What follows belongs to an exercise in optimizing a design on an open flow for a short achievable clock period and few clock cycles per item; a production flow would make more cautious choices. No functional check of the RTL was part of any run shown here. No activity file was given, so power comes from the tool's default toggle rates.

==> design/flow/run.sh <==
#!/bin/bash
# synth_recipe.tcl (not shown) runs the flow's synth.tcl, then flattens the netlist and writes it again
# the make line also repeats each setting of config.mk as NAME=value (left out here)
make -C /OpenROAD-flow-scripts/flow DESIGN_CONFIG=/design/flow/config.mk WORK_HOME=/design/flow/orfs CLKGATE_MAP_FILE= SYNTH_SCRIPT=/design/flow/synth_recipe.tcl finish
==> design/flow/design.v <==
module rv32_pipe_cpu(
    input clk,
    input rst_n,
    output [31:0] imem_addr,
    input  [31:0] imem_rdata,
    output [31:0] dmem_addr,
    output [31:0] dmem_wdata,
    output        dmem_we,
    input  [31:0] dmem_rdata,
    output        debug_wb_have_inst,
    output [31:0] debug_wb_pc,
    output        debug_wb_ena,
    output [4:0]  debug_wb_reg,
    output [31:0] debug_wb_value
);
    localparam OP_R    = 7'b0110011;
    localparam OP_I    = 7'b0010011;
    localparam OP_LW   = 7'b0000011;
    localparam OP_SW   = 7'b0100011;
    localparam OP_BR   = 7'b1100011;
    localparam OP_JAL  = 7'b1101111;
    localparam OP_JALR = 7'b1100111;
    localparam OP_LUI  = 7'b0110111;
    reg  [31:0] pc;
    reg         id_valid;
    reg  [31:0] id_pc;
    reg  [31:0] id_inst;
    reg         id_btb_hit;
    reg  [1:0]  id_btb_ctr;
    reg         ex_valid;
    reg  [31:0] ex_pc;
    reg  [31:0] ex_pc4;
    reg  [4:0]  ex_rd;
    reg         ex_rf_we;
    reg         ex_is_load;
    reg         ex_is_store;
    reg         ex_is_branch;
    reg         ex_is_jal;
    reg         ex_is_jalr;
    reg         ex_jal_far;          
    reg  [2:0]  ex_funct3;
    reg         ex_sub;
    reg         ex_sra;
    reg  [7:0]  ex_rsel;             
    reg  [31:0] ex_a;                
    reg  [31:0] ex_b;                
    reg  [31:0] ex_sd;               
    reg         ex_fa_mem, ex_fa_wb;
    reg         ex_fb_mem, ex_fb_wb;
    reg         ex_fs_mem, ex_fs_wb;
    reg  [31:0] ex_target;           
    reg         ex_p_seq;            
    reg         ex_p_tgt;            
    reg  [31:0] ex_jalr_cmp;         
    reg         ex_btb_hit;
    reg  [1:0]  ex_btb_ctr;
    reg         mem_valid;
    reg  [31:0] mem_pc;
    reg  [4:0]  mem_rd;
    reg         mem_rf_we;
    reg         mem_is_load;
    reg         mem_is_store;
    reg  [31:0] mem_alu;
    reg  [31:0] mem_sd;
    reg         mem_btb_upd;         
    reg         mem_btb_ins;         
    reg         mem_is_branch;
    reg  [31:0] mem_npc;
    reg         mem_btb_hit;
    reg  [1:0]  mem_btb_ctr;
    reg         wb_valid;
    reg  [31:0] wb_pc;
    reg  [4:0]  wb_rd;
    reg         wb_rf_we;
    reg  [31:0] wb_val;
    reg  [31:0] rf [1:31];
    reg         btb_v   [0:31];
    reg  [4:0]  btb_tag [0:31];
    reg  [29:0] btb_tgt [0:31];
    reg  [1:0]  btb_ctr [0:31];
    wire [4:0]  f_idx     = pc[6:2];
    wire        f_hit     = btb_v[f_idx] && (btb_tag[f_idx] == pc[11:7]);
    wire [1:0]  f_ctr     = btb_ctr[f_idx];
    wire        f_pred    = f_hit && f_ctr[1];
    wire [31:0] f_pc4     = pc + 32'd4;
    wire [31:0] f_npc     = f_pred ? {btb_tgt[f_idx], 2'b00} : f_pc4;
    assign imem_addr = pc;
    wire [6:0]  d_op  = id_inst[6:0];
    wire [4:0]  d_rd  = id_inst[11:7];
    wire [2:0]  d_f3  = id_inst[14:12];
    wire [4:0]  d_rs1 = id_inst[19:15];
    wire [4:0]  d_rs2 = id_inst[24:20];
    wire d_r    = (d_op == OP_R);
    wire d_i    = (d_op == OP_I);
    wire d_lw   = (d_op == OP_LW);
    wire d_sw   = (d_op == OP_SW);
    wire d_br   = (d_op == OP_BR);
    wire d_jal  = (d_op == OP_JAL);
    wire d_jalr = (d_op == OP_JALR);
    wire d_lui  = (d_op == OP_LUI);
    wire d_use1 = d_r | d_i | d_lw | d_sw | d_br | d_jalr;
    wire d_use2 = d_r | d_sw | d_br;
    wire d_wr   = (d_r | d_i | d_lw | d_jal | d_jalr | d_lui) && (d_rd != 5'd0);
    wire [31:0] d_immI = {{20{id_inst[31]}}, id_inst[31:20]};
    wire [31:0] d_immS = {{20{id_inst[31]}}, id_inst[31:25], id_inst[11:7]};
    wire [31:0] d_immB = {{20{id_inst[31]}}, id_inst[7], id_inst[30:25], id_inst[11:8], 1'b0};
    wire [31:0] d_immJ = {{12{id_inst[31]}}, id_inst[19:12], id_inst[20], id_inst[30:21], 1'b0};
    wire [31:0] d_immU = {id_inst[31:12], 12'h000};
    wire [31:0] d_imm = d_sw  ? d_immS :
                        d_lui ? d_immU : d_immI;
    wire [31:0] d_pc4    = id_pc + 32'd4;
    wire [31:0] d_target = id_pc + (d_jal ? d_immJ : d_immB);
    wire        d_jal_far = d_jal && (d_immJ != 32'd4);
    wire [31:0] d_rf1 = (d_rs1 == 5'd0) ? 32'd0 : rf[d_rs1];
    wire [31:0] d_rf2 = (d_rs2 == 5'd0) ? 32'd0 : rf[d_rs2];
    wire        d_wt1 = wb_valid && wb_rf_we && (wb_rd == d_rs1);
    wire        d_wt2 = wb_valid && wb_rf_we && (wb_rd == d_rs2);
    wire [31:0] d_v1  = d_wt1 ? wb_val : d_rf1;
    wire [31:0] d_v2  = d_wt2 ? wb_val : d_rf2;
    wire d_m1 = ex_valid && ex_rf_we && (ex_rd == d_rs1);
    wire d_m2 = ex_valid && ex_rf_we && (ex_rd == d_rs2);
    wire d_w1 = mem_valid && mem_rf_we && (mem_rd == d_rs1);
    wire d_w2 = mem_valid && mem_rf_we && (mem_rd == d_rs2);
    wire d_stall = id_valid && ex_valid && ex_is_load &&
                   ((d_use1 && d_m1) || (d_use2 && d_m2));
    wire d_pred     = id_btb_hit && id_btb_ctr[1];
    wire d_redirect = id_valid && !d_stall && !d_pred &&
                      (d_jal_far || (d_br && id_inst[31]));
    wire d_alu  = d_r | d_i;
    wire d_add  = (d_alu && d_f3 == 3'b000) | d_lw | d_sw;
    wire d_sub  = d_r && d_f3 == 3'b000 && id_inst[30];
    wire [7:0] d_rsel = {
        d_jal | d_jalr,                       
        d_lui,                                
        d_alu && d_f3 == 3'b101,              
        d_alu && d_f3 == 3'b001,              
        d_alu && d_f3 == 3'b100,              
        d_alu && d_f3 == 3'b110,              
        d_alu && d_f3 == 3'b111,              
        d_add                                 
    };
    wire d_use_imm = d_i | d_lw | d_sw | d_jalr | d_lui;
    wire d_p_seq = !d_redirect && (pc == d_pc4);
    wire d_p_tgt =  d_redirect || (pc == d_target);
    wire [31:0] wb_fwd = wb_val;
    wire [31:0] x_a  = ex_fa_mem ? mem_alu : ex_fa_wb ? wb_fwd : ex_a;
    wire [31:0] x_b  = ex_fb_mem ? mem_alu : ex_fb_wb ? wb_fwd : ex_b;
    wire [31:0] x_sd = ex_fs_mem ? mem_alu : ex_fs_wb ? wb_fwd : ex_sd;
    wire [31:0] x_sum = x_a + (ex_sub ? ~x_b : x_b) + {31'd0, ex_sub};
    wire [31:0] x_sll = x_a << x_b[4:0];
    wire [31:0] x_sr  = $signed({ex_sra & x_a[31], x_a}) >>> x_b[4:0];
    wire [31:0] x_res = ({32{ex_rsel[0]}} & x_sum)
                      | ({32{ex_rsel[1]}} & (x_a & x_b))
                      | ({32{ex_rsel[2]}} & (x_a | x_b))
                      | ({32{ex_rsel[3]}} & (x_a ^ x_b))
                      | ({32{ex_rsel[4]}} & x_sll)
                      | ({32{ex_rsel[5]}} & x_sr)
                      | ({32{ex_rsel[6]}} & ex_b)
                      | ({32{ex_rsel[7]}} & ex_pc4);
    wire x_eq = (x_a == x_b);
    wire x_lt = ($signed(x_a) < $signed(x_b));
    reg  x_cond;
    always @(*) begin
        case (ex_funct3)
            3'b000:  x_cond = x_eq;
            3'b001:  x_cond = !x_eq;
            3'b100:  x_cond = x_lt;
            3'b101:  x_cond = !x_lt;
            default: x_cond = 1'b0;
        endcase
    end
    wire x_taken = (ex_is_branch && x_cond) || ex_is_jal;
    wire x_jalr_ok = (x_a == ex_jalr_cmp);
    wire x_ok = ex_is_jalr ? x_jalr_ok :
                x_taken    ? ex_p_tgt  : ex_p_seq;
    wire x_mispredict = ex_valid && !x_ok;
    wire [31:0] x_npc = ex_is_jalr ? x_sum :
                        x_taken    ? ex_target : ex_pc4;
    assign dmem_addr  = mem_alu;
    assign dmem_wdata = mem_sd;
    assign dmem_we    = mem_valid && mem_is_store;
    wire [31:0] m_val = mem_is_load ? dmem_rdata : mem_alu;
    assign debug_wb_have_inst = wb_valid;
    assign debug_wb_pc        = wb_pc;
    assign debug_wb_ena       = wb_rf_we;
    assign debug_wb_reg       = wb_rd;
    assign debug_wb_value     = wb_val;
    always @(posedge clk or negedge rst_n) begin
        if (!rst_n)              pc <= 32'hffff_fffc;
        else if (x_mispredict)   pc <= x_npc;
        else if (d_stall)        pc <= pc;
        else if (d_redirect)     pc <= d_target;
        else                     pc <= f_npc;
    end
    always @(posedge clk or negedge rst_n) begin
        if (!rst_n)                           id_valid <= 1'b0;
        else if (x_mispredict || d_redirect)  id_valid <= 1'b0;
        else if (!d_stall)                    id_valid <= 1'b1;
    end
    always @(posedge clk) begin
        if (!d_stall) begin
            id_pc      <= pc;
            id_inst    <= imem_rdata;
            id_btb_hit <= f_hit;
            id_btb_ctr <= f_ctr;
        end
    end
    always @(posedge clk or negedge rst_n) begin
        if (!rst_n)                          ex_valid <= 1'b0;
        else if (x_mispredict || d_stall)    ex_valid <= 1'b0;
        else                                 ex_valid <= id_valid;
    end
    always @(posedge clk) begin
        ex_pc        <= id_pc;
        ex_pc4       <= d_pc4;
        ex_rd        <= d_rd;
        ex_rf_we     <= d_wr;
        ex_is_load   <= d_lw;
        ex_is_store  <= d_sw;
        ex_is_branch <= d_br;
        ex_is_jal    <= d_jal;
        ex_is_jalr   <= d_jalr;
        ex_jal_far   <= d_jal_far;
        ex_funct3    <= d_f3;
        ex_sub       <= d_sub;
        ex_sra       <= id_inst[30];
        ex_rsel      <= d_rsel;
        ex_a         <= d_v1;
        ex_b         <= d_use_imm ? d_imm : d_v2;
        ex_sd        <= d_v2;
        ex_fa_mem    <= d_m1 && (d_rs1 != 5'd0);
        ex_fa_wb     <= d_w1 && (d_rs1 != 5'd0);
        ex_fb_mem    <= d_m2 && (d_rs2 != 5'd0) && !d_use_imm;
        ex_fb_wb     <= d_w2 && (d_rs2 != 5'd0) && !d_use_imm;
        ex_fs_mem    <= d_m2 && (d_rs2 != 5'd0);
        ex_fs_wb     <= d_w2 && (d_rs2 != 5'd0);
        ex_target    <= d_target;
        ex_p_seq     <= d_p_seq;
        ex_p_tgt     <= d_p_tgt;
        ex_jalr_cmp  <= pc - d_immI;
        ex_btb_hit   <= id_btb_hit;
        ex_btb_ctr   <= id_btb_ctr;
    end
    always @(posedge clk or negedge rst_n) begin
        if (!rst_n)  mem_valid <= 1'b0;
        else         mem_valid <= ex_valid;
    end
    always @(posedge clk) begin
        mem_pc        <= ex_pc;
        mem_rd        <= ex_rd;
        mem_rf_we     <= ex_rf_we;
        mem_is_load   <= ex_is_load;
        mem_is_store  <= ex_is_store;
        mem_alu       <= x_res;
        mem_sd        <= x_sd;
        mem_btb_upd   <= ex_is_branch | ex_is_jal | ex_is_jalr;
        mem_btb_ins   <= (ex_is_branch && x_cond) || ex_jal_far || ex_is_jalr;
        mem_is_branch <= ex_is_branch;
        mem_npc       <= x_npc;
        mem_btb_hit   <= ex_btb_hit;
        mem_btb_ctr   <= ex_btb_ctr;
    end
    always @(posedge clk or negedge rst_n) begin
        if (!rst_n)  wb_valid <= 1'b0;
        else         wb_valid <= mem_valid;
    end
    always @(posedge clk) begin
        wb_pc    <= mem_pc;
        wb_rd    <= mem_rd;
        wb_rf_we <= mem_rf_we;
        wb_val   <= m_val;
    end
    genvar gi;
    generate
        for (gi = 1; gi < 32; gi = gi + 1) begin : g_rf
            always @(posedge clk or negedge rst_n) begin
                if (!rst_n)
                    rf[gi] <= 32'd0;
                else if (wb_valid && wb_rf_we && (wb_rd == gi))
                    rf[gi] <= wb_val;
            end
        end
    endgenerate
    wire [4:0] m_idx = mem_pc[6:2];
    wire [1:0] m_inc = (mem_btb_ctr == 2'b11) ? 2'b11 : mem_btb_ctr + 2'd1;
    wire [1:0] m_dec = (mem_btb_ctr == 2'b00) ? 2'b00 : mem_btb_ctr - 2'd1;
    wire m_btb_ins = mem_valid && mem_btb_upd && mem_btb_ins;
    wire m_btb_dec = mem_valid && mem_btb_upd && !mem_btb_ins && mem_is_branch && mem_btb_hit;
    generate
        for (gi = 0; gi < 32; gi = gi + 1) begin : g_btb
            always @(posedge clk or negedge rst_n) begin
                if (!rst_n)
                    btb_v[gi] <= 1'b0;
                else if (m_btb_ins && m_idx == gi)
                    btb_v[gi] <= 1'b1;
            end
            always @(posedge clk) begin
                if (m_btb_ins && m_idx == gi) begin
                    btb_tag[gi] <= mem_pc[11:7];
                    btb_tgt[gi] <= mem_npc[31:2];
                    btb_ctr[gi] <= mem_btb_hit ? m_inc : 2'b11;
                end else if (m_btb_dec && m_idx == gi) begin
                    btb_ctr[gi] <= m_dec;
                end
            end
        end
    endgenerate
endmodule
==> design/flow/config.mk <==
export PLATFORM = sky130hd
export DESIGN_NAME = rv32_pipe_cpu
export DESIGN_NICKNAME = rv32_pipe_cpu
export VERILOG_FILES = /design/flow/design.v
export SDC_FILE = /design/flow/constraint.sdc
export NUM_CORES = 8
export LEC_CHECK = 0
export ABC_CLOCK_PERIOD_IN_PS = 2500
export CAP_MARGIN = 20
export CORE_MARGIN = 2
export CORE_UTILIZATION = 40
export GPL_TIMING_DRIVEN = 1
export SETUP_SLACK_MARGIN = 5
export SLEW_MARGIN = 20
==> design/flow/constraint.sdc <==
create_clock -name core_clock -period 10.0 [get_ports {clk}]
set_input_delay 2.0000 -clock core_clock [delete_from_list [all_inputs] [get_ports {clk}]]
set_output_delay 2.0000 -clock core_clock [all_outputs]
set_load 0.01 [all_outputs]
==> flow_summary.yaml, run 1 <==
clock_tree:
  cts_buffers: 306
  cts_hold_buf: 0
  cts.sinks: 2778
  htree_levels: 5
  cts_buffer_depth: 4
  cts-root-buf: "clkbuf_16"
  path_clk_slew_ps: 60
  clock_latency_ps: 960
  cts_tree: "built"
power:
  power_leakage_uw: 0.05729
  power_density_nw_per_um2: 223.8
  peakVddDrop_mv: 0.1512
final_layout:
  finalNetCount: 10354
  drive_gt1_share_pct: 22.60
  syn_to_final_growth_pct: 15.46
die:
  die_w_um: 564.0
  initial_utilization_pct: 40.22
  die_y_um: 564.0
  io_pins: 234
  num_rows: 205
  dieArea_um2: 318100
  core_region_area_um2: 311900
outcome:
  status: "finished clean"
sta:
  setup_viol: 0
  period_minus_slack_ps: 5185
  worst_slew_pin_slew_ps: 1309
  fmax_ghz: 0.1929
  clock_skew_ps: 101.1
  setup-tns-final_ps: 0
  min_period_over_period_pct: 51.85
  fin_worst_hold_slack_ps: 298.5
  relSlewSlack_pct: 11.80
  hold_viol_final: 0
  drv_slew: 0
  rsz0062_at_grt: "true"
worst_setup_path:
  cp_max_fo: 20
  critPathRequiredTime_ps: 10710
  crit_path_top_delay_cell: "edfxtp_1"
  end_kind: "flip-flop"
  crit_chain: "nand2b_1 > nor2_4 > buf_4 > a22o_1 > a221oi_1 > nand3_1 > or4_1 > o2111ai_1 > o21ai_0"
  crit_arrival_ps: 5900
  crit_type: "reg2reg"
  start_kind: "flip-flop"
  max_stage_delay_ps: 1170
routing:
  vias_per_cell: 6.931
  drt_iter0_drc: 18204
  firstDrtPassIters: 10
  num_vias: 100653
  wl_um: 592000
  ant_nets: 0
  drcViolationCount: 0
  wire_per_inst_um: 40.76
synthesis:
  synth_ff_type: "edfxtp_1"
  synth_area_leaders: "edfxtp_1, dfrtp_1, mux2_2, dfxtp_1, a22oi_1"
  async_flop_share_pct: 38.16
  synth_top_area_share_pct: 29.94
  syn_nets: 10264
  synthCells: 10000
  synth_top_area_cell: "edfxtp_1"
  ys_types: 96
  synth_edf_count: 1251
  synth_area_per_cell_um2: 12.55
  ys_seq_area_share_pct: 58.57
  synth_warnings: 38
  syn_area_um2: 125500
  synth-seq-cells: 2778
placement:
  place_hpwl_um: 361900
  place_congestion: 1.007
  io_buffers: 233
global_routing:
  grt_first_pass_wirelength_um: 798700
  grt_antenna_before_repair: 57
  grt_remaining_overflow: 0
  grt_pass1_vias: 95649
  grt_usage_pct: 36.03
  grt_start_max_net_pins: 175
worst_hold_path:
  hp-class: "reg2reg"
flow_run:
  cap_violations: 0
## metal layers
layer	part of all wire [%]	global-route usage (%)
met3	14	11.98
met1	37	46.35
met4	7.9	23.30
met5	0.050	0.1042
met2	42	51.81
## worst paths after layout
check	startpoint	to	slack, ps	depth (start not counted)
worst max-delay path	id_inst[19]$_DFFE_PN_	ex_a[0]$_DFF_P_	4820	9
worst min-delay path	mem_pc[31]$_DFF_P_	wb_pc[31]$_DFF_P_	300	0
worst max register to register	id_inst[19]$_DFFE_PN_	ex_a[0]$_DFF_P_	4820	9
worst min register to register	mem_pc[31]$_DFF_P_	wb_pc[31]$_DFF_P_	300	0
max in group asynchronous	rst_n	rf[27][9]$_DFFE_PN0P_	6660	3
min in group asynchronous	rst_n	rf[5][20]$_DFFE_PN0P_	1050	1
## cell type report
class	instances	area, um^2
clock inverter	140	1491
clock buffer	412	8596
fill	27848	167000
tap	4140	5180
inverter	190	737.0
multi-input combinational	6197	49600
timing repair buffer	617	5594
antenna	49	122.6
sequential	2778	73530
## cells in the final DEF, fill, tap and decap left out, types with 127 or more instances in the layout
| cell | Yosys | final |
|---|---|---|
| nand3_1 | 299 | 292 |
| buf_4 | 4 | 344 |
| a222oi_1 | 127 | 127 |
| edfxtp_1 | 1251 | 1251 |
| mux2_2 | 1121 | 1120 |
| nor2_1 | 417 | 322 |
| a21oi_1 | 366 | 346 |
| a22oi_1 | 725 | 725 |
| xnor2_1 | 207 | 202 |
| nand4_1 | 205 | 205 |
| a221oi_1 | 310 | 310 |
| mux2i_1 | 265 | 263 |
| dfxtp_1 | 467 | 440 |
| ha_1 | 195 | 189 |
| nand2_1 | 401 | 394 |
| clkdlybuf4s50_1 | 0 | 231 |
| clkbuf_16 | 0 | 318 |
| o21ai_0 | 269 | 262 |
| dfrtp_1 | 1030 | 1030 |
| inv_1 | 182 | 158 |
| a22o_1 | 306 | 306 |
## worst max-delay path, delay by kind of cell, from the launching register on
family                 cells  cell delay [ps]
AO/OA/AOI/OAI              4              810
buffers and inverters      1              710
flip-flops                 1             1170
AND/OR/NAND/NOR            4             2220
## Yosys cell counts (39+ instances only)
cell	instances
nor2_1	417
ha_1	195
xnor2_1	207
a21oi_1	366
buf_1	123
o21a_1	39
a22o_1	306
o2111ai_1	56
a22oi_1	725
nand4_1	205
xor2_1	85
clkbuf_1	674
o21ai_0	269
a211oi_1	39
a221oi_1	310
nand3_1	299
nand2_1	401
or4_1	53
nor2b_1	41
nand2b_1	58
dfxtp_1	467
a21o_1	43
edfxtp_1	1251
a222oi_1	127
dfrtp_1	1030
inv_1	182
mux2_2	1121
nor3_1	113
mux2i_1	265
## power breakdown
group	leakage (uW)	total (uW)	switching (uW)	internal [uW]
clock network	0.00495	11500	4920	6630
logic	0.0222	6750	4580	2160
registers	0.0301	14100	1070	13000
## cell families (layout without fill, tap and decap cells)
logic type / Yosys count / count (layout) / synth area share [%]
flip-flops: 2778 / 2778 / 58.57
buffers and inverters: 1025 / 1359 / 3.172
AND/OR/NAND/NOR: 1777 / 1777 / 7.012
XOR/XNOR: 292 / 292 / 2.038
adder cells (fa/ha/maj): 198 / 198 / 1.993
multiplexers: 1389 / 1389 / 12.21
other: 0 / 49 / 0
AO/OA/AOI/OAI: 2541 / 2541 / 15.01
## flip-flops by register name (all words and copies together) (netlist names), 8 cells and up
name and flops:
mem_pc 32, id_inst 32, wb_val 32, ex_a 32, mem_npc 30, rf 992, ex_sd 32, pc 32
ex_b 32, btb_v 32, btb_tag 160, ex_pc4 31, wb_pc 32, mem_alu 32, ex_target 32, btb_ctr 64
btb_tgt 960, ex_pc 30, mem_sd 32, ex_jalr_cmp 32, id_pc 32, ex_rsel 8
## metrics by stage
step | area [um^2] | cells | worst slack (ps) | utilization [%] | total power (uW)
floorplan | 125500 | 10000 | 5080 | - | 16970
global placement | 133300 | 13871 | 3912 | 42.75 | 20460
detailed placement | 133400 | 13874 | 3891 | 42.76 | 20510
CTS | 143900 | 14447 | 4993 | 46.15 | 32040
global route | 144800 | 14495 | 4873 | 46.42 | 33090
finish | 144900 | 14523 | 4815 | 46.44 | 32410
## repair_timing
action	in CTS	in global routing
pin swaps	11	26
hold endpoints to repair	0	0
gates cloned	0	4
endpoints found under the setup margin	85	53
resized for setup	66	108
buffers inserted	21	22
==> inputs of run 2 (changes only) <==
==> design/flow/flow/run.sh (new file) <==
#!/bin/bash
set -euo pipefail
export SETUP_SLACK_MARGIN=7
bash standard.sh > standard.log 2>&1
==> design/flow/standard.sh (new file) <==
#!/bin/bash
# synth_recipe.tcl (not shown) runs the flow's synth.tcl, then flattens the netlist and writes it again
# the make line also repeats each setting of config.mk as NAME=value (left out here)
make -C /OpenROAD-flow-scripts/flow DESIGN_CONFIG=/design/flow/config.mk WORK_HOME=/design/flow/orfs CLKGATE_MAP_FILE= SYNTH_SCRIPT=/design/flow/synth_recipe.tcl "${@:-finish}"
--- a/design/flow/config.mk
+++ b/design/flow/config.mk
@@ -12,3 +12,2 @@
 export GPL_TIMING_DRIVEN = 1
-export SETUP_SLACK_MARGIN = 5
 export SLEW_MARGIN = 20
removed: design/flow/run.sh
==> flow_summary.yaml, run 2 <==
power:
  power_leakage_uw: 0.06676
  peakVddDrop_mv: 0.1875
  power_density_nw_per_um2: 207.1
clock_tree:
  cts.sinks: 2778
  cts_tree: "built"
  clock_latency_ps: 990
  cts_buffers: 307
  htree_levels: 5
  cts_buffer_depth: 4
  path_clk_slew_ps: 60
  cts-root-buf: "clkbuf_16"
  cts_hold_buf: 0
sta:
  fmax_ghz: 0.2137
  final.setup.worst_slack_ps: 5321
  clock_skew_ps: 116.6
  setup_viol: 0
  relSlewSlack_pct: 13.28
  drv_slew: 0
  fin_worst_hold_slack_ps: 308.1
  min_period_over_period_pct: 46.79
  period_minus_slack_ps: 4679
  hold_viol_final: 0
  worst_slew_pin_slew_ps: 1287
  setup-tns-final_ps: 0
  rsz0062_at_grt: "true"
global_routing:
  grt_usage_pct: 40.60
  grt_start_max_net_pins: 188
  grt_antenna_before_repair: 66
  grt_first_pass_wirelength_um: 888200
  grt_pass1_vias: 103115
  grt_remaining_overflow: 0
worst_setup_path:
  end_kind: "flip-flop"
  crit_top_cell: "buf_12"
  critPathRequiredTime_ps: 10830
  critPathTopFamily: "compound AO/OA/AOI/OAI gates"
  crit_path_top_delay_cell: "dfxtp_4"
  crit_type: "reg2reg"
  crit_chain: "clkbuf_16 > buf_12 > mux2i_1 > o21a_1 > inv_1 > ha_1 > o21bai_1 > a21oi_2 > o21ai_0 > o211ai_1 > mux2i_1 > or3_4 > a31o_4 > buf_12 > mux2i_4 > o211a_4 > buf_12 > buf_16 > mux2_4"
  max_stage_delay_ps: 460
  crit_buf_inv: 6
  cp_max_fo: 14
  crit_arrival_ps: 5510
  start_kind: "flip-flop"
final_layout:
  largest_reg_flops: 992
  stdcell_count: 15579
  final_util_pct: 53.26
  final_common_cell: "edfxtp_1"
  top_regs: "rf: 992 flops, btb_tgt: 960 flops, btb_tag: 160 flops"
  fillers: 25395
  drive_gt1_share_pct: 38.76
  syn_to_final_growth_pct: 32.41
  finalNetCount: 11406
  final_cell_mix: "edfxtp_1, mux2_2, dfrtp_1"
  largest-register: "rf"
synthesis:
  synth_ff_type: "edfxtp_1"
  synth_warnings: 38
  ys_top_cells_by_count: "edfxtp_1, mux2_2, dfrtp_1"
  synth_most_common_cell: "edfxtp_1"
  async_flop_share_pct: 38.16
  syn_nets: 10264
  ys_types: 96
  synth_edf_count: 1251
  synth-seq-cells: 2778
  syn_area_um2: 125500
  ys_seq_area_share_pct: 58.57
  synth_area_per_cell_um2: 12.55
  synthCells: 10000
  synth_top_area_cell: "edfxtp_1"
  synth_area_leaders: "edfxtp_1, dfrtp_1, mux2_2, dfxtp_1, a22oi_1"
  synth_top_area_share_pct: 29.94
flow_run:
  cap_violations: 0
routing:
  num_vias: 110935
  ant_nets: 0
  firstDrtPassIters: 17
  drt_iter0_drc: 21716
  drcViolationCount: 0
  vias_per_cell: 7.121
  wire_per_inst_um: 43.70
  wl_um: 680800
worst_hold_path:
  hp-class: "reg2reg"
placement:
  place_hpwl_um: 363200
  place_congestion: 1.019
  io_buffers: 233
  pre_cts_ws_ps: 3745
  dp_cells: 13873
die:
  num_rows: 205
  io_pins: 234
  die_w_um: 564.0
  core_region_area_um2: 311900
  die_y_um: 564.0
  initial_utilization_pct: 40.22
  dieArea_um2: 318100
outcome:
  status: "finished clean"
[run 2: cell counts after synthesis]
No cell type changed its count.
[run 2: layout make-up]
type / count / area [um^2] / area share, %
Clock inverter: 144 / 1513 / 0.9106
Timing Repair inverter: 4 / 36.28 / 0.02184
Multi-Input combinational cell: 6198 / 55250 / 33.26
Antenna cell: 47 / 117.6 / 0.07080
Inverter: 190 / 819.5 / 0.4933
Timing Repair Buffer: 1663 / 20670 / 12.44
Clock buffer: 415 / 8594 / 5.174
Sequential cell: 2778 / 73940 / 44.51
Tap cell: 4140 / 5180 / 3.118
[run 2: what timing repair did]
action                      CTS  global route
setup endpoints to repair  2086          1283
buffers inserted            683           309
cloned                       81            27
gates resized for setup    2615           649
pin swaps                   342           352
[run 2: metrics by stage]
stage	total power (uW)	cell area, um^2
floorplan	17050	126200
global placement	20310	133700
detailed placement	20360	133700
CTS	33350	159700
global route	34920	166000
finish	34410	166100
[run 2: cell families (layout without fill, tap and decap cells)]
| kind of cell | after synthesis | in the layout | share of synthesized area [%] |
|---|---|---|---|
| other cells | 0 | 47 | 0 |
| buf+inv | 1025 | 2416 | 3.172 |
| mux | 1389 | 1389 | 12.21 |
| fa+ha+maj | 198 | 198 | 1.993 |
| flops | 2778 | 2778 | 58.57 |
| compound gates | 2541 | 2542 | 15.01 |
| simple gates | 1777 | 1777 | 7.012 |
| xor+xnor | 292 | 292 | 2.038 |
[run 2: metal layers]
metal  GRT usage (%)  up-vias  wire, um
met2           55.95    11278    269500
met4           30.31       54     67810
li1                -    41103         -
met3           19.12     3513    113000
met5           1.131        -      1383
met1           48.98    54987    229100
[run 2: worst paths after layout]
check                                   startpoint                      to  slack, ps  cells past startpoint
worst max-delay path              ex_fa_wb$_DFF_P_      pc[16]$_DFFE_PN1P_       5320                     19
worst min-delay path            mem_pc[18]$_DFF_P_       wb_pc[18]$_DFF_P_        310                      0
worst max register to register    ex_fa_wb$_DFF_P_      pc[16]$_DFFE_PN1P_       5320                     19
worst min register to register  mem_pc[18]$_DFF_P_       wb_pc[18]$_DFF_P_        310                      0
max in group asynchronous                    rst_n      pc[31]$_DFFE_PN1P_       7140                      3
min in group asynchronous                    rst_n  rf[17][19]$_DFFE_PN0P_       1000                      1
[run 2: worst register-to-register path: cells and delay by family, from the launching register on]
family | cells | cell delay, ps
AOI/OAI and AO/OA | 7 | 1630
adders and majority gates | 1 | 250
buffers and inverters | 6 | 1040
DFF | 1 | 460
muxes | 4 | 860
and+or+nand+nor | 1 | 410
[run 2: power breakdown]
group | switching (uW) | internal (uW)
Combinational | 5400 | 3340
Sequential | 966 | 13100
Clock | 5000 | 6640
Total | 11400 | 23000

## re-timing with driven ports
In the flow no input, the clock included, has a driving cell. The finished layouts below were timed again as built, in two steps.
Step 1, drivers: a clkbuf_16 drives clk and a buf_2 each remaining input, both assumed.
Step 2 also shifts input and output timing later by t, the mid clock arrival at the registers, as if the neighbouring blocks saw the same clock.
Slacks: ideal / step 1 / step 2; pairs: ideal / step 1.
| run | shift t [ns] | setup slack, ns | worst setup path at the end |
|---|---|---|---|
| run 1 | 1.018 | 4.815 / 4.815 / 4.815 | register to register |
| run 2 | 1.028 | 5.321 / 5.321 / 5.321 | register to register |
After both steps every run listed still meets setup and hold.
